Context: an optimization exercise on an open-source flow, tuned for small area and a short achievable clock period. The choices shown serve that exercise and are no tape-out recipe. Where RTL was checked, it was by simulation tests only, not by an equivalence proof against the original. Function not checked in runs 2 and 3: the RTL went through the layout flow alone.

==> flow/design.v (outline; a module is shown in full before it is edited, if it fits) <==
// module plastic_neuron: 700 lines
// module pn_fa: 4 lines
// module pn_ha: 4 lines
module plastic_neuron (
    input wire clk,
    input wire rst,
    input wire [15:0] input_signal,
    input wire [15:0] feedback_error,
    input wire enable_learning,
    output wire [31:0] output_signal
);
  // ...
==> flow/run.sh <==
#!/bin/bash
# synth_recipe.tcl (not shown) runs the flow's synth.tcl, then flattens the netlist and writes it again
# the make line also repeats each setting of config.mk as NAME=value (left out here)
make -C /OpenROAD-flow-scripts/flow DESIGN_CONFIG=/design/flow/config.mk WORK_HOME=/design/flow/orfs CLKGATE_MAP_FILE= SYNTH_SCRIPT=/design/flow/synth_recipe.tcl finish
==> flow/config.mk <==
export PLATFORM = sky130hd
export DESIGN_NAME = plastic_neuron
export DESIGN_NICKNAME = plastic_neuron
export VERILOG_FILES = /design/flow/design.v
export SDC_FILE = /design/flow/constraint.sdc
export NUM_CORES = 4
export LEC_CHECK = 0
export CAP_MARGIN = 20
export CORE_MARGIN = 2
export CORE_UTILIZATION = 40
export SETUP_SLACK_MARGIN = 3.0
export SLEW_MARGIN = 20
export SYNTH_HIERARCHICAL = 1
==> flow/constraint.sdc <==
create_clock -name core_clock -period 7.0 [get_ports {clk}]
set_input_delay 1.4000 -clock core_clock [delete_from_list [all_inputs] [get_ports {clk}]]
set_output_delay 1.4000 -clock core_clock [all_outputs]
set_load 0.01 [all_outputs]
==> flow_summary_export.csv, run 1 <==
group,metric,value,unit
floorplanning,coreArea,20360,sq um
floorplanning,die_x,148.5,microns
cts,cts_hold_buf,0,
cells_and_area,regArea,1852,sq um
global_routing,grt.total_usage,19.71,%
logic_synthesis,postSynthCellCount,812,
logic_synthesis,netlist_area,8348,sq um
sta,holdWs,0.5371,ns
logic_synthesis,syn-num-nets,1004,
place,placed_cell_area,9072,sq um
global_routing,grt-ovfl-total,0,
floorplanning,start_util,40.99,%
cts,cts.path.max_buffers,2,
cells_and_area,multi_input_comb_cells,634,
critical_path,crit_path_end_kind,"primary output",
logic_synthesis,syn_area_per_cell,10.28,sq um
logic_synthesis,synth_seq_area_share,21.97,%
cells_and_area,multi_input_area,6287,sq um
route,route.met2.wl,9799,microns
critical_path,ff2ff_setup_slack,3.19,ns
floorplanning,die_h,148.5,microns
logic_synthesis,synth-simple-area-share,7.329,%
status,run_status,"finished clean",
cts,h-tree-depth,3,
logic_synthesis,synth_edf_count,0,
cells_and_area,dominant_cells,"multi-input combinational cells",
place,place_ws,2.173,ns
logic_synthesis,ys_types,55,
route,drt_iter0_drc,370,
logic_synthesis,synth-main-ff-cell,"dfrtp_1",
cells_and_area,inverters,25,
cts,cts_root_buf,"clkbuf_16",
cts,cts_buffers,9,
==> inputs of run 2 (changes only) <==
--- a/flow/design.v
+++ b/flow/design.v
@@ -7,16 +7,40 @@
     output wire [31:0] output_signal
 );
   reg [15:0] weight;
   wire learn = enable_learning & (|input_signal) & (|feedback_error);
   always @(posedge clk or posedge rst) begin
     if (rst) weight <= 16'd1000;
     else if (learn) weight <= weight + 16'd10;
   end
+  wire one0 = weight[0] ^ 1'b0;
+  wire two0 = (weight[1] & ~weight[0] & ~1'b0) | (~weight[1] & weight[0] & 1'b0);
+  wire neg0 = weight[1];
+  wire one1 = weight[2] ^ weight[1];
+  wire two1 = (weight[3] & ~weight[2] & ~weight[1]) | (~weight[3] & weight[2] & weight[1]);
+  wire neg1 = weight[3];
+  wire one2 = weight[4] ^ weight[3];
+  wire two2 = (weight[5] & ~weight[4] & ~weight[3]) | (~weight[5] & weight[4] & weight[3]);
+  wire neg2 = weight[5];
+  wire one3 = weight[6] ^ weight[5];
+  wire two3 = (weight[7] & ~weight[6] & ~weight[5]) | (~weight[7] & weight[6] & weight[5]);
+  wire neg3 = weight[7];
+  wire one4 = weight[8] ^ weight[7];
+  wire two4 = (weight[9] & ~weight[8] & ~weight[7]) | (~weight[9] & weight[8] & weight[7]);
+  wire neg4 = weight[9];
+  wire one5 = weight[10] ^ weight[9];
+  wire two5 = (weight[11] & ~weight[10] & ~weight[9]) | (~weight[11] & weight[10] & weight[9]);
+  wire neg5 = weight[11];
+  wire one6 = weight[12] ^ weight[11];
+  wire two6 = (weight[13] & ~weight[12] & ~weight[11]) | (~weight[13] & weight[12] & weight[11]);
+  wire neg6 = weight[13];
+  wire one7 = weight[14] ^ weight[13];
+  wire two7 = (weight[15] & ~weight[14] & ~weight[13]) | (~weight[15] & weight[14] & weight[13]);
+  wire neg7 = weight[15];
   wire pp1;
   wire pp2;
   wire pp3;
   wire pp4;
   wire pp5;
   wire pp6;
   wire pp7;
   wire pp8;
@@ -389,19 +413,219 @@
   wire s375;
   wire c376;
   wire s377;
   wire c378;
   wire s379;
   wire c380;
   wire s381;
   wire c382;
-  wire one0 = weight[0] ^ 1'b0;
-  wire two0 = (weight[1] & ~weight[0] & ~1'b0) | (~weight[1] & weight[0] & 1'b0);
-  wire neg0 = weight[1];
+  wire [1:0] losum383;
+  wire ap384;
+  wire ap385;
+  wire ap386;
+  wire ap387;
+  wire ap388;
+  wire ap389;
+  wire ap390;
+  wire ap391;
+  wire ap392;
+  wire ap393;
+  wire ap394;
+  wire ap395;
+  wire ap396;
+  wire ap397;
+  wire ap398;
+  wire ap399;
+  wire ap400;
+  wire ap401;
+  wire ap402;
+  wire ap403;
+  wire ap404;
+  wire ap405;
+  wire ap406;
+  wire ap407;
+  wire ap408;
+  wire ap409;
+  wire ap410;
+  wire ap411;
+  wire ap412;
+  wire ap413;
+  wire ap414;
+  wire ag415;
+  wire ag416;
+  wire ag417;
+  wire ag418;
+  wire ag419;
+  wire ag420;
+  wire ag421;
+  wire ag422;
+  wire ag423;
+  wire ag424;
+  wire ag425;
+  wire ag426;
+  wire ag427;
+  wire ag428;
+  wire ag429;
+  wire ag430;
+  wire ag431;
+  wire ag432;
+  wire ag433;
+  wire ag434;
+  wire ag435;
+  wire ag436;
+  wire ag437;
+  wire ag438;
+  wire ag439;
+  wire ag440;
+  wire ag441;
+  wire ag442;
+  wire ag443;
+  wire ag444;
+  wire at445;
+  wire at446;
+  wire at447;
+  wire at448;
+  wire at449;
+  wire at450;
+  wire at451;
+  wire at452;
+  wire at453;
+  wire at454;
+  wire at455;
+  wire at456;
+  wire at457;
+  wire at458;
+  wire at459;
+  wire at460;
+  wire at461;
+  wire at462;
+  wire at463;
+  wire at464;
+  wire at465;
+  wire at466;
+  wire at467;
+  wire at468;
+  wire at469;
+  wire at470;
+  wire at471;
+  wire at472;
+  wire at473;
+  wire pg474;
+  wire pg475;
+  wire pt476;
+  wire pg477;
+  wire pt478;
+  wire pg479;
+  wire pt480;
+  wire pg481;
+  wire pt482;
+  wire pg483;
+  wire pt484;
+  wire pg485;
+  wire pt486;
+  wire pg487;
+  wire pt488;
+  wire pg489;
+  wire pt490;
+  wire pg491;
+  wire pt492;
+  wire pg493;
+  wire pt494;
+  wire pg495;
+  wire pt496;
+  wire pg497;
+  wire pt498;
+  wire pg499;
+  wire pt500;
+  wire pg501;
+  wire pt502;
+  wire pg503;
+  wire pg504;
+  wire pt505;
+  wire pg506;
+  wire pt507;
+  wire pg508;
+  wire pt509;
+  wire pg510;
+  wire pt511;
+  wire pg512;
+  wire pt513;
+  wire pg514;
+  wire pt515;
+  wire pg516;
+  wire pg517;
+  wire pt518;
+  wire pg519;
+  wire pt520;
+  wire pg521;
+  wire iv522;
+  wire pg523;
+  wire iv524;
+  wire pg525;
+  wire pg526;
+  wire pg527;
+  wire iv528;
+  wire pg529;
+  wire pg530;
+  wire pg531;
+  wire pg532;
+  wire pg533;
+  wire iv534;
+  wire pg535;
+  wire pg536;
+  wire iv537;
+  wire pg538;
+  wire pg539;
+  wire pg540;
+  wire pg541;
+  wire pg542;
+  wire iv543;
+  wire pg544;
+  wire pg545;
+  wire pg546;
+  wire pg547;
+  wire iv548;
+  wire pg549;
+  wire pg550;
+  wire pg551;
+  wire pg552;
+  wire iv553;
+  wire pg554;
+  wire as555;
+  wire as556;
+  wire as557;
+  wire as558;
+  wire as559;
+  wire as560;
+  wire as561;
+  wire as562;
+  wire as563;
+  wire as564;
+  wire as565;
+  wire as566;
+  wire as567;
+  wire as568;
+  wire as569;
+  wire as570;
+  wire as571;
+  wire as572;
+  wire as573;
+  wire as574;
+  wire as575;
+  wire as576;
+  wire as577;
+  wire as578;
+  wire as579;
+  wire as580;
+  wire as581;
+  wire as582;
+  wire as583;
+  wire as584;
+  reg [62:0] cut_q;
   assign pp1 = ((input_signal[0] & one0) ^ neg0);
   assign pp2 = (((input_signal[1] & one0) | (input_signal[0] & two0)) ^ neg0);
   assign pp3 = (((input_signal[2] & one0) | (input_signal[1] & two0)) ^ neg0);
   assign pp4 = (((input_signal[3] & one0) | (input_signal[2] & two0)) ^ neg0);
   assign pp5 = (((input_signal[4] & one0) | (input_signal[3] & two0)) ^ neg0);
   assign pp6 = (((input_signal[5] & one0) | (input_signal[4] & two0)) ^ neg0);
   assign pp7 = (((input_signal[6] & one0) | (input_signal[5] & two0)) ^ neg0);
   assign pp8 = (((input_signal[7] & one0) | (input_signal[6] & two0)) ^ neg0);
@@ -409,19 +633,16 @@
   assign pp10 = (((input_signal[9] & one0) | (input_signal[8] & two0)) ^ neg0);
   assign pp11 = (((input_signal[10] & one0) | (input_signal[9] & two0)) ^ neg0);
   assign pp12 = (((input_signal[11] & one0) | (input_signal[10] & two0)) ^ neg0);
   assign pp13 = (((input_signal[12] & one0) | (input_signal[11] & two0)) ^ neg0);
   assign pp14 = (((input_signal[13] & one0) | (input_signal[12] & two0)) ^ neg0);
   assign pp15 = (((input_signal[14] & one0) | (input_signal[13] & two0)) ^ neg0);
   assign pp16 = (((input_signal[15] & one0) | (input_signal[14] & two0)) ^ neg0);
   assign pp17 = ~((input_signal[15] & (one0 | two0)) ^ neg0);
-  wire one1 = weight[2] ^ weight[1];
-  wire two1 = (weight[3] & ~weight[2] & ~weight[1]) | (~weight[3] & weight[2] & weight[1]);
-  wire neg1 = weight[3];
   assign pp18 = ((input_signal[0] & one1) ^ neg1);
   assign pp19 = (((input_signal[1] & one1) | (input_signal[0] & two1)) ^ neg1);
   assign pp20 = (((input_signal[2] & one1) | (input_signal[1] & two1)) ^ neg1);
   assign pp21 = (((input_signal[3] & one1) | (input_signal[2] & two1)) ^ neg1);
   assign pp22 = (((input_signal[4] & one1) | (input_signal[3] & two1)) ^ neg1);
   assign pp23 = (((input_signal[5] & one1) | (input_signal[4] & two1)) ^ neg1);
   assign pp24 = (((input_signal[6] & one1) | (input_signal[5] & two1)) ^ neg1);
   assign pp25 = (((input_signal[7] & one1) | (input_signal[6] & two1)) ^ neg1);
@@ -429,19 +650,16 @@
   assign pp27 = (((input_signal[9] & one1) | (input_signal[8] & two1)) ^ neg1);
   assign pp28 = (((input_signal[10] & one1) | (input_signal[9] & two1)) ^ neg1);
   assign pp29 = (((input_signal[11] & one1) | (input_signal[10] & two1)) ^ neg1);
   assign pp30 = (((input_signal[12] & one1) | (input_signal[11] & two1)) ^ neg1);
   assign pp31 = (((input_signal[13] & one1) | (input_signal[12] & two1)) ^ neg1);
   assign pp32 = (((input_signal[14] & one1) | (input_signal[13] & two1)) ^ neg1);
   assign pp33 = (((input_signal[15] & one1) | (input_signal[14] & two1)) ^ neg1);
   assign pp34 = ~((input_signal[15] & (one1 | two1)) ^ neg1);
-  wire one2 = weight[4] ^ weight[3];
-  wire two2 = (weight[5] & ~weight[4] & ~weight[3]) | (~weight[5] & weight[4] & weight[3]);
-  wire neg2 = weight[5];
   assign pp35 = ((input_signal[0] & one2) ^ neg2);
   assign pp36 = (((input_signal[1] & one2) | (input_signal[0] & two2)) ^ neg2);
   assign pp37 = (((input_signal[2] & one2) | (input_signal[1] & two2)) ^ neg2);
   assign pp38 = (((input_signal[3] & one2) | (input_signal[2] & two2)) ^ neg2);
   assign pp39 = (((input_signal[4] & one2) | (input_signal[3] & two2)) ^ neg2);
   assign pp40 = (((input_signal[5] & one2) | (input_signal[4] & two2)) ^ neg2);
   assign pp41 = (((input_signal[6] & one2) | (input_signal[5] & two2)) ^ neg2);
   assign pp42 = (((input_signal[7] & one2) | (input_signal[6] & two2)) ^ neg2);
@@ -449,19 +667,16 @@
   assign pp44 = (((input_signal[9] & one2) | (input_signal[8] & two2)) ^ neg2);
   assign pp45 = (((input_signal[10] & one2) | (input_signal[9] & two2)) ^ neg2);
   assign pp46 = (((input_signal[11] & one2) | (input_signal[10] & two2)) ^ neg2);
   assign pp47 = (((input_signal[12] & one2) | (input_signal[11] & two2)) ^ neg2);
   assign pp48 = (((input_signal[13] & one2) | (input_signal[12] & two2)) ^ neg2);
   assign pp49 = (((input_signal[14] & one2) | (input_signal[13] & two2)) ^ neg2);
   assign pp50 = (((input_signal[15] & one2) | (input_signal[14] & two2)) ^ neg2);
   assign pp51 = ~((input_signal[15] & (one2 | two2)) ^ neg2);
-  wire one3 = weight[6] ^ weight[5];
-  wire two3 = (weight[7] & ~weight[6] & ~weight[5]) | (~weight[7] & weight[6] & weight[5]);
-  wire neg3 = weight[7];
   assign pp52 = ((input_signal[0] & one3) ^ neg3);
   assign pp53 = (((input_signal[1] & one3) | (input_signal[0] & two3)) ^ neg3);
   assign pp54 = (((input_signal[2] & one3) | (input_signal[1] & two3)) ^ neg3);
   assign pp55 = (((input_signal[3] & one3) | (input_signal[2] & two3)) ^ neg3);
   assign pp56 = (((input_signal[4] & one3) | (input_signal[3] & two3)) ^ neg3);
   assign pp57 = (((input_signal[5] & one3) | (input_signal[4] & two3)) ^ neg3);
   assign pp58 = (((input_signal[6] & one3) | (input_signal[5] & two3)) ^ neg3);
   assign pp59 = (((input_signal[7] & one3) | (input_signal[6] & two3)) ^ neg3);
@@ -469,19 +684,16 @@
   assign pp61 = (((input_signal[9] & one3) | (input_signal[8] & two3)) ^ neg3);
   assign pp62 = (((input_signal[10] & one3) | (input_signal[9] & two3)) ^ neg3);
   assign pp63 = (((input_signal[11] & one3) | (input_signal[10] & two3)) ^ neg3);
   assign pp64 = (((input_signal[12] & one3) | (input_signal[11] & two3)) ^ neg3);
   assign pp65 = (((input_signal[13] & one3) | (input_signal[12] & two3)) ^ neg3);
   assign pp66 = (((input_signal[14] & one3) | (input_signal[13] & two3)) ^ neg3);
   assign pp67 = (((input_signal[15] & one3) | (input_signal[14] & two3)) ^ neg3);
   assign pp68 = ~((input_signal[15] & (one3 | two3)) ^ neg3);
-  wire one4 = weight[8] ^ weight[7];
-  wire two4 = (weight[9] & ~weight[8] & ~weight[7]) | (~weight[9] & weight[8] & weight[7]);
-  wire neg4 = weight[9];
   assign pp69 = ((input_signal[0] & one4) ^ neg4);
   assign pp70 = (((input_signal[1] & one4) | (input_signal[0] & two4)) ^ neg4);
   assign pp71 = (((input_signal[2] & one4) | (input_signal[1] & two4)) ^ neg4);
   assign pp72 = (((input_signal[3] & one4) | (input_signal[2] & two4)) ^ neg4);
   assign pp73 = (((input_signal[4] & one4) | (input_signal[3] & two4)) ^ neg4);
   assign pp74 = (((input_signal[5] & one4) | (input_signal[4] & two4)) ^ neg4);
   assign pp75 = (((input_signal[6] & one4) | (input_signal[5] & two4)) ^ neg4);
   assign pp76 = (((input_signal[7] & one4) | (input_signal[6] & two4)) ^ neg4);
@@ -489,19 +701,16 @@
   assign pp78 = (((input_signal[9] & one4) | (input_signal[8] & two4)) ^ neg4);
   assign pp79 = (((input_signal[10] & one4) | (input_signal[9] & two4)) ^ neg4);
   assign pp80 = (((input_signal[11] & one4) | (input_signal[10] & two4)) ^ neg4);
   assign pp81 = (((input_signal[12] & one4) | (input_signal[11] & two4)) ^ neg4);
   assign pp82 = (((input_signal[13] & one4) | (input_signal[12] & two4)) ^ neg4);
   assign pp83 = (((input_signal[14] & one4) | (input_signal[13] & two4)) ^ neg4);
   assign pp84 = (((input_signal[15] & one4) | (input_signal[14] & two4)) ^ neg4);
   assign pp85 = ~((input_signal[15] & (one4 | two4)) ^ neg4);
-  wire one5 = weight[10] ^ weight[9];
-  wire two5 = (weight[11] & ~weight[10] & ~weight[9]) | (~weight[11] & weight[10] & weight[9]);
-  wire neg5 = weight[11];
   assign pp86 = ((input_signal[0] & one5) ^ neg5);
   assign pp87 = (((input_signal[1] & one5) | (input_signal[0] & two5)) ^ neg5);
   assign pp88 = (((input_signal[2] & one5) | (input_signal[1] & two5)) ^ neg5);
   assign pp89 = (((input_signal[3] & one5) | (input_signal[2] & two5)) ^ neg5);
   assign pp90 = (((input_signal[4] & one5) | (input_signal[3] & two5)) ^ neg5);
   assign pp91 = (((input_signal[5] & one5) | (input_signal[4] & two5)) ^ neg5);
   assign pp92 = (((input_signal[6] & one5) | (input_signal[5] & two5)) ^ neg5);
   assign pp93 = (((input_signal[7] & one5) | (input_signal[6] & two5)) ^ neg5);
@@ -509,19 +718,16 @@
   assign pp95 = (((input_signal[9] & one5) | (input_signal[8] & two5)) ^ neg5);
   assign pp96 = (((input_signal[10] & one5) | (input_signal[9] & two5)) ^ neg5);
   assign pp97 = (((input_signal[11] & one5) | (input_signal[10] & two5)) ^ neg5);
   assign pp98 = (((input_signal[12] & one5) | (input_signal[11] & two5)) ^ neg5);
   assign pp99 = (((input_signal[13] & one5) | (input_signal[12] & two5)) ^ neg5);
   assign pp100 = (((input_signal[14] & one5) | (input_signal[13] & two5)) ^ neg5);
   assign pp101 = (((input_signal[15] & one5) | (input_signal[14] & two5)) ^ neg5);
   assign pp102 = ~((input_signal[15] & (one5 | two5)) ^ neg5);
-  wire one6 = weight[12] ^ weight[11];
-  wire two6 = (weight[13] & ~weight[12] & ~weight[11]) | (~weight[13] & weight[12] & weight[11]);
-  wire neg6 = weight[13];
   assign pp103 = ((input_signal[0] & one6) ^ neg6);
   assign pp104 = (((input_signal[1] & one6) | (input_signal[0] & two6)) ^ neg6);
   assign pp105 = (((input_signal[2] & one6) | (input_signal[1] & two6)) ^ neg6);
   assign pp106 = (((input_signal[3] & one6) | (input_signal[2] & two6)) ^ neg6);
   assign pp107 = (((input_signal[4] & one6) | (input_signal[3] & two6)) ^ neg6);
   assign pp108 = (((input_signal[5] & one6) | (input_signal[4] & two6)) ^ neg6);
   assign pp109 = (((input_signal[6] & one6) | (input_signal[5] & two6)) ^ neg6);
   assign pp110 = (((input_signal[7] & one6) | (input_signal[6] & two6)) ^ neg6);
@@ -529,19 +735,16 @@
   assign pp112 = (((input_signal[9] & one6) | (input_signal[8] & two6)) ^ neg6);
   assign pp113 = (((input_signal[10] & one6) | (input_signal[9] & two6)) ^ neg6);
   assign pp114 = (((input_signal[11] & one6) | (input_signal[10] & two6)) ^ neg6);
   assign pp115 = (((input_signal[12] & one6) | (input_signal[11] & two6)) ^ neg6);
   assign pp116 = (((input_signal[13] & one6) | (input_signal[12] & two6)) ^ neg6);
   assign pp117 = (((input_signal[14] & one6) | (input_signal[13] & two6)) ^ neg6);
   assign pp118 = (((input_signal[15] & one6) | (input_signal[14] & two6)) ^ neg6);
   assign pp119 = ~((input_signal[15] & (one6 | two6)) ^ neg6);
-  wire one7 = weight[14] ^ weight[13];
-  wire two7 = (weight[15] & ~weight[14] & ~weight[13]) | (~weight[15] & weight[14] & weight[13]);
-  wire neg7 = weight[15];
   assign pp120 = ((input_signal[0] & one7) ^ neg7);
   assign pp121 = (((input_signal[1] & one7) | (input_signal[0] & two7)) ^ neg7);
   assign pp122 = (((input_signal[2] & one7) | (input_signal[1] & two7)) ^ neg7);
   assign pp123 = (((input_signal[3] & one7) | (input_signal[2] & two7)) ^ neg7);
   assign pp124 = (((input_signal[4] & one7) | (input_signal[3] & two7)) ^ neg7);
   assign pp125 = (((input_signal[5] & one7) | (input_signal[4] & two7)) ^ neg7);
   assign pp126 = (((input_signal[6] & one7) | (input_signal[5] & two7)) ^ neg7);
   assign pp127 = (((input_signal[7] & one7) | (input_signal[6] & two7)) ^ neg7);
@@ -602,20 +805,20 @@
   pn_fa u_s219 (.a(pp73), .b(pp88), .c(pp103), .s(s219), .co(c220));
   pn_fa u_s221 (.a(c148), .b(s151), .c(s149), .s(s221), .co(c222));
   pn_fa u_s223 (.a(pp89), .b(pp104), .c(c152), .s(s223), .co(c224));
   pn_fa u_s225 (.a(s155), .b(c150), .c(s153), .s(s225), .co(c226));
   pn_fa u_s227 (.a(pp120), .b(c156), .c(s161), .s(s227), .co(c228));
   pn_fa u_s229 (.a(c154), .b(s157), .c(s159), .s(s229), .co(c230));
   pn_fa u_s231 (.a(c162), .b(s167), .c(c158), .s(s231), .co(c232));
   pn_fa u_s233 (.a(c160), .b(s163), .c(s165), .s(s233), .co(c234));
-  pn_fa u_s235 (.a(c168), .b(c164), .c(c166), .s(s235), .co(c236));
-  pn_fa u_s237 (.a(s173), .b(s169), .c(s171), .s(s237), .co(c238));
-  pn_fa u_s239 (.a(c174), .b(c170), .c(c172), .s(s239), .co(c240));
-  pn_fa u_s241 (.a(s179), .b(s175), .c(s177), .s(s241), .co(c242));
+  pn_fa u_s235 (.a(c168), .b(s173), .c(c164), .s(s235), .co(c236));
+  pn_fa u_s237 (.a(c166), .b(s169), .c(s171), .s(s237), .co(c238));
+  pn_fa u_s239 (.a(c174), .b(s179), .c(c170), .s(s239), .co(c240));
+  pn_fa u_s241 (.a(c172), .b(s175), .c(s177), .s(s241), .co(c242));
   pn_fa u_s243 (.a(c180), .b(s185), .c(c176), .s(s243), .co(c244));
   pn_fa u_s245 (.a(c178), .b(s181), .c(s183), .s(s245), .co(c246));
   pn_fa u_s247 (.a(nb139), .b(c186), .c(s189), .s(s247), .co(c248));
   pn_fa u_s249 (.a(c182), .b(c184), .c(s187), .s(s249), .co(c250));
   pn_fa u_s251 (.a(pp126), .b(pp50), .c(c190), .s(s251), .co(c252));
   pn_fa u_s253 (.a(s193), .b(c188), .c(s191), .s(s253), .co(c254));
   pn_fa u_s255 (.a(pp112), .b(pp127), .c(nb140), .s(s255), .co(c256));
   pn_fa u_s257 (.a(c194), .b(s195), .c(c192), .s(s257), .co(c258));
@@ -642,17 +845,17 @@
   pn_fa u_s299 (.a(c232), .b(c234), .c(s235), .s(s299), .co(c300));
   pn_fa u_s301 (.a(c236), .b(c238), .c(s239), .s(s301), .co(c302));
   pn_fa u_s303 (.a(c240), .b(c242), .c(s243), .s(s303), .co(c304));
   pn_fa u_s305 (.a(c244), .b(s247), .c(c246), .s(s305), .co(c306));
   pn_fa u_s307 (.a(s251), .b(c248), .c(c250), .s(s307), .co(c308));
   pn_fa u_s309 (.a(s255), .b(c252), .c(c254), .s(s309), .co(c310));
   pn_fa u_s311 (.a(c256), .b(s259), .c(c258), .s(s311), .co(c312));
   pn_fa u_s313 (.a(c260), .b(s263), .c(s265), .s(s313), .co(c314));
-  pn_fa u_s315 (.a(s269), .b(c264), .c(s267), .s(s315), .co(c316));
+  pn_fa u_s315 (.a(s269), .b(c264), .c(c266), .s(s315), .co(c316));
   pn_fa u_s317 (.a(nb142), .b(c270), .c(s271), .s(s317), .co(c318));
   pn_fa u_s319 (.a(pp132), .b(pp101), .c(c272), .s(s319), .co(c320));
   pn_ha u_s321 (.a(pp133), .b(nb143), .s(s321), .co(c322));
   pn_ha u_s323 (.a(pp119), .b(pp134), .s(s323), .co(c324));
   pn_ha u_s325 (.a(neg1), .b(pp3), .s(s325), .co(c326));
   pn_ha u_s327 (.a(pp4), .b(pp19), .s(s327), .co(c328));
   pn_fa u_s329 (.a(pp20), .b(pp35), .c(s275), .s(s329), .co(c330));
   pn_fa u_s331 (.a(pp36), .b(c276), .c(s277), .s(s331), .co(c332));
@@ -667,41 +870,262 @@
   pn_fa u_s349 (.a(s229), .b(c294), .c(s295), .s(s349), .co(c350));
   pn_fa u_s351 (.a(s233), .b(c296), .c(s297), .s(s351), .co(c352));
   pn_fa u_s353 (.a(s237), .b(c298), .c(s299), .s(s353), .co(c354));
   pn_fa u_s355 (.a(s241), .b(c300), .c(s301), .s(s355), .co(c356));
   pn_fa u_s357 (.a(s245), .b(c302), .c(s303), .s(s357), .co(c358));
   pn_fa u_s359 (.a(s249), .b(c304), .c(s305), .s(s359), .co(c360));
   pn_fa u_s361 (.a(s253), .b(c306), .c(s307), .s(s361), .co(c362));
   pn_fa u_s363 (.a(s257), .b(c308), .c(s309), .s(s363), .co(c364));
-  pn_fa u_s365 (.a(s261), .b(s311), .c(c310), .s(s365), .co(c366));
+  pn_fa u_s365 (.a(s261), .b(c310), .c(s311), .s(s365), .co(c366));
   pn_fa u_s367 (.a(c262), .b(s313), .c(c312), .s(s367), .co(c368));
-  pn_fa u_s369 (.a(c266), .b(s315), .c(c314), .s(s369), .co(c370));
+  pn_fa u_s369 (.a(s267), .b(s315), .c(c314), .s(s369), .co(c370));
   pn_fa u_s371 (.a(c268), .b(s317), .c(c316), .s(s371), .co(c372));
   pn_fa u_s373 (.a(s273), .b(s319), .c(c318), .s(s373), .co(c374));
   pn_fa u_s375 (.a(c274), .b(s321), .c(c320), .s(s375), .co(c376));
   pn_fa u_s377 (.a(pp118), .b(c322), .c(s323), .s(s377), .co(c378));
   pn_ha u_s379 (.a(nb144), .b(c324), .s(s379), .co(c380));
   pn_ha u_s381 (.a(pp136), .b(pp135), .s(s381), .co(c382));
-  wire [31:0] pa = {c382, c380, c378, c376, c374, c372, c370, c368, c366, c364, c362, c360, c358, c356, c354, c352, c350, c348, c346, c344, c342, c340, c338, c336, c334, c332, c330, c328, c326, s325, pp2, neg0};
-  wire [31:0] pb = {1'b1, s381, s379, s377, s375, s373, s371, s369, s367, s365, s363, s361, s359, s357, s355, s353, s351, s349, s347, s345, s343, s341, s339, s337, s335, s333, s331, s329, s327, pp18, 1'b0, pp1};
-  wire [6:0] lo_d = pa[5:0] + pb[5:0];
-  reg [6:0] lo_q;
-  reg [25:0] ha_q, hb_q;
+  assign losum383 = {neg0} + {pp1};
+  pn_xor2 u_ap384 (.a(cut_q[1]), .b(cut_q[32]), .y(ap384));
+  pn_xor2 u_ap385 (.a(cut_q[2]), .b(cut_q[33]), .y(ap385));
+  pn_xor2 u_ap386 (.a(cut_q[3]), .b(cut_q[34]), .y(ap386));
+  pn_xor2 u_ap387 (.a(cut_q[4]), .b(cut_q[35]), .y(ap387));
+  pn_xor2 u_ap388 (.a(cut_q[5]), .b(cut_q[36]), .y(ap388));
+  pn_xor2 u_ap389 (.a(cut_q[6]), .b(cut_q[37]), .y(ap389));
+  pn_xor2 u_ap390 (.a(cut_q[7]), .b(cut_q[38]), .y(ap390));
+  pn_xor2 u_ap391 (.a(cut_q[8]), .b(cut_q[39]), .y(ap391));
+  pn_xor2 u_ap392 (.a(cut_q[9]), .b(cut_q[40]), .y(ap392));
+  pn_xor2 u_ap393 (.a(cut_q[10]), .b(cut_q[41]), .y(ap393));
+  pn_xor2 u_ap394 (.a(cut_q[11]), .b(cut_q[42]), .y(ap394));
+  pn_xor2 u_ap395 (.a(cut_q[12]), .b(cut_q[43]), .y(ap395));
+  pn_xor2 u_ap396 (.a(cut_q[13]), .b(cut_q[44]), .y(ap396));
+  pn_xor2 u_ap397 (.a(cut_q[14]), .b(cut_q[45]), .y(ap397));
+  pn_xor2 u_ap398 (.a(cut_q[15]), .b(cut_q[46]), .y(ap398));
+  pn_xor2 u_ap399 (.a(cut_q[16]), .b(cut_q[47]), .y(ap399));
+  pn_xor2 u_ap400 (.a(cut_q[17]), .b(cut_q[48]), .y(ap400));
+  pn_xor2 u_ap401 (.a(cut_q[18]), .b(cut_q[49]), .y(ap401));
+  pn_xor2 u_ap402 (.a(cut_q[19]), .b(cut_q[50]), .y(ap402));
+  pn_xor2 u_ap403 (.a(cut_q[20]), .b(cut_q[51]), .y(ap403));
+  pn_xor2 u_ap404 (.a(cut_q[21]), .b(cut_q[52]), .y(ap404));
+  pn_xor2 u_ap405 (.a(cut_q[22]), .b(cut_q[53]), .y(ap405));
+  pn_xor2 u_ap406 (.a(cut_q[23]), .b(cut_q[54]), .y(ap406));
+  pn_xor2 u_ap407 (.a(cut_q[24]), .b(cut_q[55]), .y(ap407));
+  pn_xor2 u_ap408 (.a(cut_q[25]), .b(cut_q[56]), .y(ap408));
+  pn_xor2 u_ap409 (.a(cut_q[26]), .b(cut_q[57]), .y(ap409));
+  pn_xor2 u_ap410 (.a(cut_q[27]), .b(cut_q[58]), .y(ap410));
+  pn_xor2 u_ap411 (.a(cut_q[28]), .b(cut_q[59]), .y(ap411));
+  pn_xor2 u_ap412 (.a(cut_q[29]), .b(cut_q[60]), .y(ap412));
+  pn_xor2 u_ap413 (.a(cut_q[30]), .b(cut_q[61]), .y(ap413));
+  pn_xor2 u_ap414 (.a(cut_q[31]), .b(cut_q[62]), .y(ap414));
+  pn_nand2 u_ag415 (.a(cut_q[1]), .b(cut_q[32]), .y(ag415));
+  pn_nand2 u_ag416 (.a(cut_q[2]), .b(cut_q[33]), .y(ag416));
+  pn_nand2 u_ag417 (.a(cut_q[3]), .b(cut_q[34]), .y(ag417));
+  pn_nand2 u_ag418 (.a(cut_q[4]), .b(cut_q[35]), .y(ag418));
+  pn_nand2 u_ag419 (.a(cut_q[5]), .b(cut_q[36]), .y(ag419));
+  pn_nand2 u_ag420 (.a(cut_q[6]), .b(cut_q[37]), .y(ag420));
+  pn_nand2 u_ag421 (.a(cut_q[7]), .b(cut_q[38]), .y(ag421));
+  pn_nand2 u_ag422 (.a(cut_q[8]), .b(cut_q[39]), .y(ag422));
+  pn_nand2 u_ag423 (.a(cut_q[9]), .b(cut_q[40]), .y(ag423));
+  pn_nand2 u_ag424 (.a(cut_q[10]), .b(cut_q[41]), .y(ag424));
+  pn_nand2 u_ag425 (.a(cut_q[11]), .b(cut_q[42]), .y(ag425));
+  pn_nand2 u_ag426 (.a(cut_q[12]), .b(cut_q[43]), .y(ag426));
+  pn_nand2 u_ag427 (.a(cut_q[13]), .b(cut_q[44]), .y(ag427));
+  pn_nand2 u_ag428 (.a(cut_q[14]), .b(cut_q[45]), .y(ag428));
+  pn_nand2 u_ag429 (.a(cut_q[15]), .b(cut_q[46]), .y(ag429));
+  pn_nand2 u_ag430 (.a(cut_q[16]), .b(cut_q[47]), .y(ag430));
+  pn_nand2 u_ag431 (.a(cut_q[17]), .b(cut_q[48]), .y(ag431));
+  pn_nand2 u_ag432 (.a(cut_q[18]), .b(cut_q[49]), .y(ag432));
+  pn_nand2 u_ag433 (.a(cut_q[19]), .b(cut_q[50]), .y(ag433));
+  pn_nand2 u_ag434 (.a(cut_q[20]), .b(cut_q[51]), .y(ag434));
+  pn_nand2 u_ag435 (.a(cut_q[21]), .b(cut_q[52]), .y(ag435));
+  pn_nand2 u_ag436 (.a(cut_q[22]), .b(cut_q[53]), .y(ag436));
+  pn_nand2 u_ag437 (.a(cut_q[23]), .b(cut_q[54]), .y(ag437));
+  pn_nand2 u_ag438 (.a(cut_q[24]), .b(cut_q[55]), .y(ag438));
+  pn_nand2 u_ag439 (.a(cut_q[25]), .b(cut_q[56]), .y(ag439));
+  pn_nand2 u_ag440 (.a(cut_q[26]), .b(cut_q[57]), .y(ag440));
+  pn_nand2 u_ag441 (.a(cut_q[27]), .b(cut_q[58]), .y(ag441));
+  pn_nand2 u_ag442 (.a(cut_q[28]), .b(cut_q[59]), .y(ag442));
+  pn_nand2 u_ag443 (.a(cut_q[29]), .b(cut_q[60]), .y(ag443));
+  pn_nand2 u_ag444 (.a(cut_q[30]), .b(cut_q[61]), .y(ag444));
+  pn_nor2 u_at445 (.a(cut_q[2]), .b(cut_q[33]), .y(at445));
+  pn_nor2 u_at446 (.a(cut_q[3]), .b(cut_q[34]), .y(at446));
+  pn_nor2 u_at447 (.a(cut_q[4]), .b(cut_q[35]), .y(at447));
+  pn_nor2 u_at448 (.a(cut_q[5]), .b(cut_q[36]), .y(at448));
+  pn_nor2 u_at449 (.a(cut_q[6]), .b(cut_q[37]), .y(at449));
+  pn_nor2 u_at450 (.a(cut_q[7]), .b(cut_q[38]), .y(at450));
+  pn_nor2 u_at451 (.a(cut_q[8]), .b(cut_q[39]), .y(at451));
+  pn_nor2 u_at452 (.a(cut_q[9]), .b(cut_q[40]), .y(at452));
+  pn_nor2 u_at453 (.a(cut_q[10]), .b(cut_q[41]), .y(at453));
+  pn_nor2 u_at454 (.a(cut_q[11]), .b(cut_q[42]), .y(at454));
+  pn_nor2 u_at455 (.a(cut_q[12]), .b(cut_q[43]), .y(at455));
+  pn_nor2 u_at456 (.a(cut_q[13]), .b(cut_q[44]), .y(at456));
+  pn_nor2 u_at457 (.a(cut_q[14]), .b(cut_q[45]), .y(at457));
+  pn_nor2 u_at458 (.a(cut_q[15]), .b(cut_q[46]), .y(at458));
+  pn_nor2 u_at459 (.a(cut_q[16]), .b(cut_q[47]), .y(at459));
+  pn_nor2 u_at460 (.a(cut_q[17]), .b(cut_q[48]), .y(at460));
+  pn_nor2 u_at461 (.a(cut_q[18]), .b(cut_q[49]), .y(at461));
+  pn_nor2 u_at462 (.a(cut_q[19]), .b(cut_q[50]), .y(at462));
+  pn_nor2 u_at463 (.a(cut_q[20]), .b(cut_q[51]), .y(at463));
+  pn_nor2 u_at464 (.a(cut_q[21]), .b(cut_q[52]), .y(at464));
+  pn_nor2 u_at465 (.a(cut_q[22]), .b(cut_q[53]), .y(at465));
+  pn_nor2 u_at466 (.a(cut_q[23]), .b(cut_q[54]), .y(at466));
+  pn_nor2 u_at467 (.a(cut_q[24]), .b(cut_q[55]), .y(at467));
+  pn_nor2 u_at468 (.a(cut_q[25]), .b(cut_q[56]), .y(at468));
+  pn_nor2 u_at469 (.a(cut_q[26]), .b(cut_q[57]), .y(at469));
+  pn_nor2 u_at470 (.a(cut_q[27]), .b(cut_q[58]), .y(at470));
+  pn_nor2 u_at471 (.a(cut_q[28]), .b(cut_q[59]), .y(at471));
+  pn_nor2 u_at472 (.a(cut_q[29]), .b(cut_q[60]), .y(at472));
+  pn_nor2 u_at473 (.a(cut_q[30]), .b(cut_q[61]), .y(at473));
+  pn_oai21 u_pg474 (.g1(ag416), .t1(at445), .g0(ag415), .y(pg474));
+  pn_oai21 u_pg475 (.g1(ag418), .t1(at447), .g0(ag417), .y(pg475));
+  pn_nor2 u_pt476 (.a(at447), .b(at446), .y(pt476));
+  pn_oai21 u_pg477 (.g1(ag420), .t1(at449), .g0(ag419), .y(pg477));
+  pn_nor2 u_pt478 (.a(at449), .b(at448), .y(pt478));
+  pn_oai21 u_pg479 (.g1(ag422), .t1(at451), .g0(ag421), .y(pg479));
+  pn_nor2 u_pt480 (.a(at451), .b(at450), .y(pt480));
+  pn_oai21 u_pg481 (.g1(ag424), .t1(at453), .g0(ag423), .y(pg481));
+  pn_nor2 u_pt482 (.a(at453), .b(at452), .y(pt482));
+  pn_oai21 u_pg483 (.g1(ag426), .t1(at455), .g0(ag425), .y(pg483));
+  pn_nor2 u_pt484 (.a(at455), .b(at454), .y(pt484));
+  pn_oai21 u_pg485 (.g1(ag428), .t1(at457), .g0(ag427), .y(pg485));
+  pn_nor2 u_pt486 (.a(at457), .b(at456), .y(pt486));
+  pn_oai21 u_pg487 (.g1(ag430), .t1(at459), .g0(ag429), .y(pg487));
+  pn_nor2 u_pt488 (.a(at459), .b(at458), .y(pt488));
+  pn_oai21 u_pg489 (.g1(ag432), .t1(at461), .g0(ag431), .y(pg489));
+  pn_nor2 u_pt490 (.a(at461), .b(at460), .y(pt490));
+  pn_oai21 u_pg491 (.g1(ag434), .t1(at463), .g0(ag433), .y(pg491));
+  pn_nor2 u_pt492 (.a(at463), .b(at462), .y(pt492));
+  pn_oai21 u_pg493 (.g1(ag436), .t1(at465), .g0(ag435), .y(pg493));
+  pn_nor2 u_pt494 (.a(at465), .b(at464), .y(pt494));
+  pn_oai21 u_pg495 (.g1(ag438), .t1(at467), .g0(ag437), .y(pg495));
+  pn_nor2 u_pt496 (.a(at467), .b(at466), .y(pt496));
+  pn_oai21 u_pg497 (.g1(ag440), .t1(at469), .g0(ag439), .y(pg497));
+  pn_nor2 u_pt498 (.a(at469), .b(at468), .y(pt498));
+  pn_oai21 u_pg499 (.g1(ag442), .t1(at471), .g0(ag441), .y(pg499));
+  pn_nor2 u_pt500 (.a(at471), .b(at470), .y(pt500));
+  pn_oai21 u_pg501 (.g1(ag444), .t1(at473), .g0(ag443), .y(pg501));
+  pn_nor2 u_pt502 (.a(at473), .b(at472), .y(pt502));
+  pn_aoi21 u_pg503 (.g1(pg475), .t1(pt476), .g0(pg474), .y(pg503));
+  pn_aoi21 u_pg504 (.g1(pg479), .t1(pt480), .g0(pg477), .y(pg504));
+  pn_nand2 u_pt505 (.a(pt480), .b(pt478), .y(pt505));
+  pn_aoi21 u_pg506 (.g1(pg483), .t1(pt484), .g0(pg481), .y(pg506));
+  pn_nand2 u_pt507 (.a(pt484), .b(pt482), .y(pt507));
+  pn_aoi21 u_pg508 (.g1(pg487), .t1(pt488), .g0(pg485), .y(pg508));
+  pn_nand2 u_pt509 (.a(pt488), .b(pt486), .y(pt509));
+  pn_aoi21 u_pg510 (.g1(pg491), .t1(pt492), .g0(pg489), .y(pg510));
+  pn_nand2 u_pt511 (.a(pt492), .b(pt490), .y(pt511));
+  pn_aoi21 u_pg512 (.g1(pg495), .t1(pt496), .g0(pg493), .y(pg512));
+  pn_nand2 u_pt513 (.a(pt496), .b(pt494), .y(pt513));
+  pn_aoi21 u_pg514 (.g1(pg499), .t1(pt500), .g0(pg497), .y(pg514));
+  pn_nand2 u_pt515 (.a(pt500), .b(pt498), .y(pt515));
+  pn_oai21 u_pg516 (.g1(pg504), .t1(pt505), .g0(pg503), .y(pg516));
+  pn_oai21 u_pg517 (.g1(pg508), .t1(pt509), .g0(pg506), .y(pg517));
+  pn_nor2 u_pt518 (.a(pt509), .b(pt507), .y(pt518));
+  pn_oai21 u_pg519 (.g1(pg512), .t1(pt513), .g0(pg510), .y(pg519));
+  pn_nor2 u_pt520 (.a(pt513), .b(pt511), .y(pt520));
+  pn_aoi21 u_pg521 (.g1(pg517), .t1(pt518), .g0(pg516), .y(pg521));
+  pn_inv u_iv522 (.a(pg521), .y(iv522));
+  pn_aoi21 u_pg523 (.g1(pg519), .t1(pt520), .g0(iv522), .y(pg523));
+  pn_inv u_iv524 (.a(pg516), .y(iv524));
+  pn_oai21 u_pg525 (.g1(pg506), .t1(pt507), .g0(iv524), .y(pg525));
+  pn_oai21 u_pg526 (.g1(pg510), .t1(pt511), .g0(pg521), .y(pg526));
+  pn_oai21 u_pg527 (.g1(pg514), .t1(pt515), .g0(pg523), .y(pg527));
+  pn_inv u_iv528 (.a(pg503), .y(iv528));
+  pn_aoi21 u_pg529 (.g1(pg477), .t1(pt478), .g0(iv528), .y(pg529));
+  pn_aoi21 u_pg530 (.g1(pg481), .t1(pt482), .g0(pg516), .y(pg530));
+  pn_aoi21 u_pg531 (.g1(pg485), .t1(pt486), .g0(pg525), .y(pg531));
+  pn_aoi21 u_pg532 (.g1(pg489), .t1(pt490), .g0(iv522), .y(pg532));
+  pn_aoi21 u_pg533 (.g1(pg493), .t1(pt494), .g0(pg526), .y(pg533));
+  pn_inv u_iv534 (.a(pg523), .y(iv534));
+  pn_aoi21 u_pg535 (.g1(pg497), .t1(pt498), .g0(iv534), .y(pg535));
+  pn_aoi21 u_pg536 (.g1(pg501), .t1(pt502), .g0(pg527), .y(pg536));
+  pn_inv u_iv537 (.a(pg474), .y(iv537));
+  pn_oai21 u_pg538 (.g1(ag417), .t1(at446), .g0(iv537), .y(pg538));
+  pn_oai21 u_pg539 (.g1(ag419), .t1(at448), .g0(pg503), .y(pg539));
+  pn_oai21 u_pg540 (.g1(ag421), .t1(at450), .g0(pg529), .y(pg540));
+  pn_oai21 u_pg541 (.g1(ag423), .t1(at452), .g0(iv524), .y(pg541));
+  pn_oai21 u_pg542 (.g1(ag425), .t1(at454), .g0(pg530), .y(pg542));
+  pn_inv u_iv543 (.a(pg525), .y(iv543));
+  pn_oai21 u_pg544 (.g1(ag427), .t1(at456), .g0(iv543), .y(pg544));
+  pn_oai21 u_pg545 (.g1(ag429), .t1(at458), .g0(pg531), .y(pg545));
+  pn_oai21 u_pg546 (.g1(ag431), .t1(at460), .g0(pg521), .y(pg546));
+  pn_oai21 u_pg547 (.g1(ag433), .t1(at462), .g0(pg532), .y(pg547));
+  pn_inv u_iv548 (.a(pg526), .y(iv548));
+  pn_oai21 u_pg549 (.g1(ag435), .t1(at464), .g0(iv548), .y(pg549));
+  pn_oai21 u_pg550 (.g1(ag437), .t1(at466), .g0(pg533), .y(pg550));
+  pn_oai21 u_pg551 (.g1(ag439), .t1(at468), .g0(pg523), .y(pg551));
+  pn_oai21 u_pg552 (.g1(ag441), .t1(at470), .g0(pg535), .y(pg552));
+  pn_inv u_iv553 (.a(pg527), .y(iv553));
+  pn_oai21 u_pg554 (.g1(ag443), .t1(at472), .g0(iv553), .y(pg554));
+  pn_xnor2 u_as555 (.a(ap385), .b(ag415), .y(as555));
+  pn_xor2 u_as556 (.a(ap386), .b(pg474), .y(as556));
+  pn_xor2 u_as557 (.a(ap387), .b(pg538), .y(as557));
+  pn_xnor2 u_as558 (.a(ap388), .b(pg503), .y(as558));
+  pn_xor2 u_as559 (.a(ap389), .b(pg539), .y(as559));
+  pn_xnor2 u_as560 (.a(ap390), .b(pg529), .y(as560));
+  pn_xor2 u_as561 (.a(ap391), .b(pg540), .y(as561));
+  pn_xor2 u_as562 (.a(ap392), .b(pg516), .y(as562));
+  pn_xor2 u_as563 (.a(ap393), .b(pg541), .y(as563));
+  pn_xnor2 u_as564 (.a(ap394), .b(pg530), .y(as564));
+  pn_xor2 u_as565 (.a(ap395), .b(pg542), .y(as565));
+  pn_xor2 u_as566 (.a(ap396), .b(pg525), .y(as566));
+  pn_xor2 u_as567 (.a(ap397), .b(pg544), .y(as567));
+  pn_xnor2 u_as568 (.a(ap398), .b(pg531), .y(as568));
+  pn_xor2 u_as569 (.a(ap399), .b(pg545), .y(as569));
+  pn_xnor2 u_as570 (.a(ap400), .b(pg521), .y(as570));
+  pn_xor2 u_as571 (.a(ap401), .b(pg546), .y(as571));
+  pn_xnor2 u_as572 (.a(ap402), .b(pg532), .y(as572));
+  pn_xor2 u_as573 (.a(ap403), .b(pg547), .y(as573));
+  pn_xor2 u_as574 (.a(ap404), .b(pg526), .y(as574));
+  pn_xor2 u_as575 (.a(ap405), .b(pg549), .y(as575));
+  pn_xnor2 u_as576 (.a(ap406), .b(pg533), .y(as576));
+  pn_xor2 u_as577 (.a(ap407), .b(pg550), .y(as577));
+  pn_xnor2 u_as578 (.a(ap408), .b(pg523), .y(as578));
+  pn_xor2 u_as579 (.a(ap409), .b(pg551), .y(as579));
+  pn_xnor2 u_as580 (.a(ap410), .b(pg535), .y(as580));
+  pn_xor2 u_as581 (.a(ap411), .b(pg552), .y(as581));
+  pn_xor2 u_as582 (.a(ap412), .b(pg527), .y(as582));
+  pn_xor2 u_as583 (.a(ap413), .b(pg554), .y(as583));
+  pn_xnor2 u_as584 (.a(ap414), .b(pg536), .y(as584));
   always @(posedge clk or posedge rst) begin
     if (rst) begin
-      ha_q <= 26'd0; hb_q <= 26'd0;
-      lo_q <= 7'd0;
+      cut_q <= 63'd0;
     end else begin
-      ha_q <= pa[31:6];
-      hb_q <= pb[31:6];
-      lo_q <= lo_d;
+      cut_q <= {1'b1, s381, s379, s377, s375, s373, s371, s369, s367, s365, s363, s361, s359, s357, s355, s353, s351, s349, s347, s345, s343, s341, s339, s337, s335, s333, s331, s329, s327, pp18, losum383[1], c382, c380, c378, c376, c374, c372, c370, c368, c366, c364, c362, c360, c358, c356, c354, c352, c350, c348, c346, c344, c342, c340, c338, c336, c334, c332, c330, c328, c326, s325, pp2, losum383[0]};
     end
   end
-  assign output_signal = {ha_q + hb_q + {25'd0, lo_q[6]}, lo_q[5:0]};
+  assign output_signal = {{as584, as583, as582, as581, as580, as579, as578, as577, as576, as575, as574, as573, as572, as571, as570, as569, as568, as567, as566, as565, as564, as563, as562, as561, as560, as559, as558, as557, as556, as555, ap384}, {cut_q[0]}};
+endmodule
+module pn_inv (input wire a, output wire y);
+  assign y = ~a;
+endmodule
+module pn_nand2 (input wire a, input wire b, output wire y);
+  assign y = ~(a & b);
+endmodule
+module pn_nor2 (input wire a, input wire b, output wire y);
+  assign y = ~(a | b);
+endmodule
+module pn_nand3 (input wire a, input wire b, input wire c, output wire y);
+  assign y = ~(a & b & c);
+endmodule
+module pn_xor2e (input wire a, input wire b, input wire e, output wire y);
+  assign y = (a ^ b) & e;
+endmodule
+module pn_xor2 (input wire a, input wire b, output wire y);
+  assign y = a ^ b;
+endmodule
+module pn_xnor2 (input wire a, input wire b, output wire y);
+  assign y = ~(a ^ b);
+endmodule
+module pn_aoi21 (input wire g1, input wire t1, input wire g0, output wire y);
+  assign y = ~(g1 | (t1 & g0));
+endmodule
+module pn_oai21 (input wire g1, input wire t1, input wire g0, output wire y);
+  assign y = ~(g1 & (t1 | g0));
 endmodule
 module pn_fa (input wire a, input wire b, input wire c, output wire s, output wire co);
   assign s = a ^ b ^ c;
   assign co = (a & b) | (a & c) | (b & c);
 endmodule
 module pn_ha (input wire a, input wire b, output wire s, output wire co);
   assign s = a ^ b;
   assign co = a & b;
==> flow/flow/run.sh (new file) <==
#!/bin/bash
# Layout flow: the standard flow (standard.sh), with the standard
# synthesis unchanged, and the I/O port buffers made from the plain buffer
# family (buf_N) instead of the delay-buffer cells buffer_ports picks on its
# own, so that repair_timing can size them. Each step's output goes to its
# own log in this folder.
set -euo pipefail
bash standard.sh synth > synth.log 2>&1
bash standard.sh BUFFER_PORTS_ARGS="-buffer_cell sky130_fd_sc_hd__buf_2" finish > layout.log 2>&1
==> flow/standard.sh (new file) <==
#!/bin/bash
# synth_recipe.tcl (not shown) runs the flow's synth.tcl, then flattens the netlist and writes it again
# the make line also repeats each setting of config.mk as NAME=value (left out here)
make -C /OpenROAD-flow-scripts/flow DESIGN_CONFIG=/design/flow/config.mk WORK_HOME=/design/flow/orfs CLKGATE_MAP_FILE= SYNTH_SCRIPT=/design/flow/synth_recipe.tcl "${@:-finish}"
removed: flow/run.sh
==> run 2 against run 1 <==
Flip-flop and latch count grew 4. Non-clock buffer count shrank 6. Via count shrank 2.9%. Critical endpoint is now cut_q[47]. Register-to-register slack lost 0.02 ns. Critical path depth shrank 5. Count of clock-buffer cells in the layout shrank 1. Wire length shrank 6.5%. Core utilization shrank 3.2 points.
==> flow_summary_export.csv, run 2 <==
group,metric,value,unit
route,viasPerCell,5.302,
global_routing,grt-ovfl-total,0,
route,ant_nets,0,
logic_synthesis,synth_seq_area_share,22.81,%
critical_path,ff2ff_setup_slack,3.17,ns
critical_path,cp-start-kind,"input port",
place,routabilityCongestion,0.8792,
route,drc,0,
cts,cts.path.max_buffers,2,
cells_and_area,antenna_cells,0,
cells_and_area,final_common_cell,"xnor2_1",
floorplanning,die_x,149.6,microns
global_routing,grt_pass1_vias,6183,
critical_path,required,7.21,ns
cells_and_area,final_cell_mix,"xnor2_1 (128), a22oi_1 (97), fa_1 (90)",
route,wl_per_cell,17.58,microns
floorplanning,io_pins,67,
place,dpl.cell_count,1094,
cts,cts_tree,"done",
logic_synthesis,yosys.cell_count.top_type,"xnor2_1",
logic_synthesis,synthArstFlopShare,100.0,%
logic_synthesis,ys_types,37,
sta,setup_viol,0,
sta,max_slew_margin,52.21,%
global_routing,grt_max_degree,78,
logic_synthesis,syn-num-nets,1010,
floorplanning,coreArea,20890,sq um
cells_and_area,syn2layout_area_growth,8.749,%
logic_synthesis,yosysWarnings,7,
sta,tightest_slew,0.7167,ns
critical_path,cp_data_arrival_time,4.07,ns
critical_path,rr_endpoint,"cut_q[50]",
route,routed_wl,19710,microns
sta,rsz0062_at_grt,"true",
sta,finClkSkew,0.008397,ns
critical_path,worstSetupPathType,"input port to flip-flop",
logic_synthesis,yosys_register_bits,77,
global_routing,antenna_found_initial,0,
route,firstDrtPassIters,5,
critical_path,r2r_start,"weight[3]",
cells_and_area,regArea,1953,sq um
sta,finalHoldViolCount,0,
critical_path,crit_path_end_kind,"flip-flop",
status,run_status,"finished clean",
cts,h-tree-depth,3,
logic_synthesis,synth_top_area_cell,"fa_1",
route,drt_iter0_drc,426,
global_routing,grt.total_usage,18.51,%
sta,fin_setup_tns,0,ns
critical_path,cp-startpoint,"input_signal[13]",
global_routing,grt_pass1_wl,32310,microns
critical_path,crit_path_end,"cut_q[47]",
cts,cts.sinks,77,
critical_path,r2r_cells,8,
logic_synthesis,syn_area_per_cell,10.00,sq um
floorplanning,rows,53,
cts,cts_buffers,9,
cells_and_area,drive_above_1_share,18.20,%
logic_synthesis,synth_edf_count,0,
cells_and_area,instances_no_fill,1121,
floorplanning,start_util,40.60,%
route,vias,5943,
logic_synthesis,netlist_area,8481,sq um
cts,cts_root_buf,"clkbuf_16",
place,dpl.hpwl,13380,microns
sta,timing.final.crit_period,3.858,ns
cts,insertion_delay,0.35,ns
logic_synthesis,postSynthCellCount,848,
logic_synthesis,synth_commonest_cells,"xnor2_1 (128), a22oi_1 (98), fa_1 (90)",
sta,finalCritPeriodShare,55.12,%
cts,path_clk_slew,0.06,ns
floorplanning,dieArea,22380,sq um
run,maxCapViolations,0,
sta,maxSlewViolCount,0,
cells_and_area,regMostFlops,"cut_q",
sta,fmax,259.2,MHz
cts,cts_hold_buf,0,
critical_path,worst-path-max-fanout,16,
sta,holdWs,0.5289,ns
logic_synthesis,synth.top_cell.area_share,21.25,%
logic_synthesis,synth_top_cells_by_area,"fa_1 (21%), dfrtp_1 (21%), xnor2_1 (13%)",
cells_and_area,fillers,1984,
cells_and_area,nets,1003,
place,io_buffers,65,
cells_and_area,reg_top3,"cut_q x62, weight x15",
cells_and_area,multi_input_area,6046,sq um
hold_path,hold_class,"flip-flop to flip-flop",
logic_synthesis,synth-main-ff-cell,"dfrtp_1",
floorplanning,die_h,149.6,microns
cells_and_area,largest_reg_flops,62,
==> run 2: cell types whose count changed in the layout (fill, tap and decap cells not counted), sizes merged, moves of 26 or more <==
cell | before | now
buf | 40 | 83
clkdlybuf4s50 | 30 | 0
ha | 65 | 37
nor2 | 25 | 53
o21ai | 22 | 48
xor2 | 26 | 68
==> run 2: cell type report <==
| type | count | area share [%] |
|---|---|---|
| Inverter | 18 | 0.7733 |
| Clock buffer | 10 | 2.591 |
| Multi-Input combinational cell | 652 | 65.55 |
| Clock inverter | 6 | 1.018 |
| Sequential cell | 77 | 21.18 |
| Tap cell | 275 | 3.731 |
| Timing Repair Buffer | 83 | 5.155 |
==> run 2: metrics by stage <==
step / utilization (%) / area [sq um] / setup slack [ns]
floorplan: - / 8499 / 3.003
global placement: 41.40 / 8647 / 2.551
detailed placement: 41.44 / 8656 / 2.569
CTS: 43.55 / 9096 / 3.011
global route: 44.15 / 9223 / 2.978
finish: 44.15 / 9223 / 3.142
==> run 2: worst min path at each step <==
stage,startpoint,endpoint,cells past startpoint
final,weight[8],weight[8],1
after global routing,weight[8],weight[8],1
after CTS,weight[8],weight[8],1
after detailed placement,weight[8],weight[8],1
after global placement,weight[8],weight[8],1
after floorplan,weight[1],cut_q[32],0
==> run 2: cells by family (layout without fill, tap and decap cells) <==
family | Yosys count | after routing | share of synthesized area, %
compound gates | 172 | 172 | 14.10
xor+xnor | 196 | 196 | 20.24
fa+ha+maj | 127 | 127 | 26.70
buf+inv | 119 | 117 | 7.421
flops | 77 | 77 | 22.81
mux | 1 | 1 | 0.1328
other cells | 2 | 2 | 0.08855
simple gates | 154 | 154 | 8.498
==> run 2: layer usage <==
layer	share of wire [%]	track usage (%)	up-vias	wire length (microns)
met3	4.9	2.957	26	971
met5	0	0	-	0
li1	-	-	2784	-
met4	1.9	5.238	0	384
met2	49	31.03	172	9616
met1	44	24.84	2961	8732
==> run 2: per-module statistics from Yosys (local to each module, per instance), a selection <==
module,times used,flops+latches
plastic_neuron,1,77
pn_fa,90,0
pn_ha,29,0
pn_xor2,50,0
pn_aoi21,16,0
pn_xnor2,11,0
pn_oai21,35,0
pn_nor2,45,0
pn_nand2,36,0
==> run 2: what timing repair did <==
| item | in CTS | in global routing |
|---|---|---|
| endpoints found under the setup margin | 38 | 24 |
| pin swaps | 6 | 6 |
| buffers inserted | 6 | 5 |
| cloned | 0 | 0 |
| resized for setup | 17 | 19 |
==> run 2: critical path: stages <==
cell and delay, ns:
buf_2 0.33, a22oi_1 0.17, xnor2_1 0.30, fa_1 0.50, fa_1 0.43, fa_1 0.53
fa_1 0.42
==> inputs of run 3 (changes only) <==
--- a/flow/config.mk
+++ b/flow/config.mk
@@ -8,6 +8,7 @@
 export CAP_MARGIN = 20
 export CORE_MARGIN = 2
 export CORE_UTILIZATION = 40
+export PLACE_DENSITY = 0.75
 export SETUP_SLACK_MARGIN = 3.0
 export SLEW_MARGIN = 20
 export SYNTH_HIERARCHICAL = 1
==> run 3 against run 2 <==
Clock skew is essentially flat. Final cell count grew 0.36%. Non-clock buffer count grew 4. Synthesized cell count is the same. Via count grew 3.0%. Critical endpoint is now cut_q[46]. Still clean.
==> flow_summary_export.csv, run 3 <==
group,metric,value,unit
status,run_status,"finished clean",
global_routing,antenna_found_initial,0,
cells_and_area,final_cell_mix,"xnor2_1 (128), a22oi_1 (97), fa_1 (90)",
global_routing,grt.total_usage,17.84,%
logic_synthesis,synth-main-ff-cell,"dfrtp_1",
place,io_buffers,65,
cells_and_area,instances_no_fill,1125,
sta,finalHoldViolCount,0,
critical_path,max_stage_delay,0.53,ns
cells_and_area,nets,1007,
sta,fmax,259.0,MHz
floorplanning,io_pins,67,
cts,h-tree-depth,3,
logic_synthesis,netlist_area,8481,sq um
global_routing,grt-ovfl-total,0,
floorplanning,dieArea,22380,sq um
sta,finClkSkew,0.008636,ns
cts,cts_tree,"done",
logic_synthesis,synth_edf_count,0,
route,viasPerCell,5.439,
place,placed_cell_area,8655,sq um
critical_path,worstSetupPathType,"input port to flip-flop",
cts,insertion_delay,0.35,ns
cells_and_area,reg_top3,"cut_q x62, weight x15",
sta,fin_setup_tns,0,ns
logic_synthesis,synthArstFlopShare,100.0,%
floorplanning,rows,53,
cts,path_clk_slew,0.06,ns
critical_path,critical_path.slowest_cell,"fa_1",
route,drc,0,
logic_synthesis,synth.top_cell.area_share,21.25,%
cells_and_area,drive_above_1_share,17.76,%
route,wl_per_cell,16.88,microns
logic_synthesis,syn-num-nets,1010,
cells_and_area,largest_reg_flops,62,
place,dpl.cell_count,1095,
route,ant_nets,0,
sta,rsz0062_at_grt,"true",
sta,holdWs,0.5303,ns
floorplanning,start_util,40.60,%
route,firstDrtPassIters,6,
global_routing,grt_max_degree,78,
cts,cts.path.max_buffers,2,
logic_synthesis,synth_top_area_cell,"fa_1",
cells_and_area,regMostFlops,"cut_q",
logic_synthesis,postSynthCellCount,848,
cts,cts_root_buf,"clkbuf_16",
hold_path,hold_class,"flip-flop to flip-flop",
logic_synthesis,ys_types,37,
logic_synthesis,synth_top_cells_by_area,"fa_1 (21%), dfrtp_1 (21%), xnor2_1 (13%)",
sta,maxSlewViolCount,0,
cts,cts_hold_buf,0,
global_routing,grt_pass1_vias,6363,
logic_synthesis,synth_commonest_cells,"xnor2_1 (128), a22oi_1 (98), fa_1 (90)",
sta,finalCritPeriodShare,55.15,%
cts,cts.sinks,77,
sta,tightest_slew,0.9575,ns
floorplanning,coreArea,20890,sq um
route,routed_wl,18990,microns
logic_synthesis,yosysWarnings,7,
cells_and_area,syn2layout_area_growth,8.498,%
cells_and_area,final_common_cell,"xnor2_1",
logic_synthesis,yosys.cell_count.top_type,"xnor2_1",
cts,cts_buffers,9,
critical_path,required,7.22,ns
critical_path,crit_path_end_kind,"flip-flop",
cells_and_area,finish.instance_area,9201,sq um
critical_path,cp-start-kind,"input port",
route,vias,6119,
route,drt_iter0_drc,497,
sta,setup_viol,0,
sta,max_slew_margin,36.17,%
critical_path,worst-path-max-fanout,16,
sta,timing.final.crit_period,3.860,ns
floorplanning,die_x,149.6,microns
floorplanning,die_h,149.6,microns
logic_synthesis,synth_seq_area_share,22.81,%
global_routing,grt_pass1_wl,31380,microns
logic_synthesis,yosys_register_bits,77,
place,dpl.hpwl,13370,microns
critical_path,cp_data_arrival_time,4.08,ns
cells_and_area,antenna_cells,0,
logic_synthesis,syn_area_per_cell,10.00,sq um
critical_path,cp_cell_sequence,"buf_2 > a22oi_1 > xnor2_1 > fa_1 > fa_1 > fa_1 > fa_1",
run,maxCapViolations,0,
place,routabilityCongestion,0.9126,
critical_path,path_common_cell,"fa_1",
==> run 3: cell counts after synthesis <==
Identical to the previous run, type by type.
==> run 3: cell type report <==
| type | count | area [sq um] |
|---|---|---|
| Sequential cell | 77 | 1952 |
| Fill cell | 1990 | 11690 |
| Clock inverter | 5 | 60.06 |
| Clock buffer | 11 | 242.7 |
| Timing Repair Buffer | 87 | 516.7 |
| Tap cell | 275 | 344.1 |
| Multi-Input combinational cell | 652 | 6017 |
| Inverter | 18 | 68.82 |
==> run 3: worst max-delay path, delay by kind of cell <==
family | cells | cell delay (ns)
compound gates | 1 | 0.17
fa+ha+maj | 4 | 1.89
xor+xnor | 1 | 0.28
buf+inv | 1 | 0.32
==> run 3: path summary, 6_finish.rpt <==
kind,slack (ns),end,cells past startpoint,start
min,0.53,weight[8],1,weight[8]
max in group asynchronous,5.00,weight[11],3,rst
min reg2reg,0.53,weight[8],1,weight[8]
min in group asynchronous,1.34,cut_q[62],3,rst
max,3.14,cut_q[46],7,input_signal[12]
max reg2reg,3.18,cut_q[48],9,weight[11]
==> run 3: per-stage QoR <==
| stage | setup WS [ns] | utilization (%) |
|---|---|---|
| 6_report | 3.140 | 44.05 |
| 2_1_floorplan | 3.003 | - |
| 3_3_place_gp | 2.687 | 41.43 |
| 4_1_cts | 3.005 | 43.40 |
| 3_5_place_dp | 2.568 | 41.43 |
| 5_1_grt | 2.910 | 44.05 |
==> run 3: per-layer routing <==
metal  global-route usage [%]  vias to the layer above  wire length (microns)
met4                    6.238                        0                    512
li1                         -                     2793                      -
met3                    4.573                       45                   1648
met1                    22.83                     3028                   7733
met5                        0                        -                      0
met2                    29.36                      253                   9097
==> run 3: logic make-up (layout without fill, tap and decap cells) <==
group	after synthesis	in the layout	share of synthesized area [%]
simple gates	154	154	8.498
xor+xnor	196	196	20.24
other cells	2	2	0.08855
mux	1	1	0.1328
flops	77	77	22.81
buf+inv	119	121	7.421
fa+ha+maj	127	127	26.70
compound gates	172	172	14.10
==> run 3: Yosys stat by module, one instance, submodules excluded <==
module	flip-flops and latches	copies in the design
plastic_neuron	77	1
pn_aoi21	0	16
pn_fa	0	90
pn_ha	0	29
pn_inv	0	8
pn_nand2	0	36
pn_nor2	0	45
pn_oai21	0	35
pn_xnor2	0	11
pn_xor2	0	50
==> run 3: repair_timing <==
item,4_1_cts,5_1_grt
resized for setup,18,11
buffers inserted,4,10
endpoints found under the setup margin,38,24
pin swaps,6,5

afterwards: timing with drivers on the ports:
The flow's constraints put no driver on any port. The routed layouts listed below were extracted and timed again, unchanged, in two steps. Step 1 sets driving cells, clkbuf_16 on the clock port and buf_2 on the other inputs (assumed; they add their load-dependent delay and slew). Step 2 moves the port delays by t, midway between the first and last clock arrival at a register: inputs arrive t later, outputs are due t later. That takes back most of the time a late clock gives input paths. a / b / c = no drivers / after step 1 / after step 2; a / b = the first two.
run	shift t [ns]	setup WS [ns]	clock arrival spread, ns
run 1	0.382	2.782 / 2.743 / 2.716	0.015 / 0.015
run 2	0.389	3.142 / 3.108 / 2.765	0.009 / 0.009
run 3	0.390	3.140 / 3.102 / 2.772	0.009 / 0.009
After both steps setup and hold are still met in every run listed. The setup slack of run 2, which loses most, moves by -0.034 ns with the drivers and by -0.377 ns with both steps.
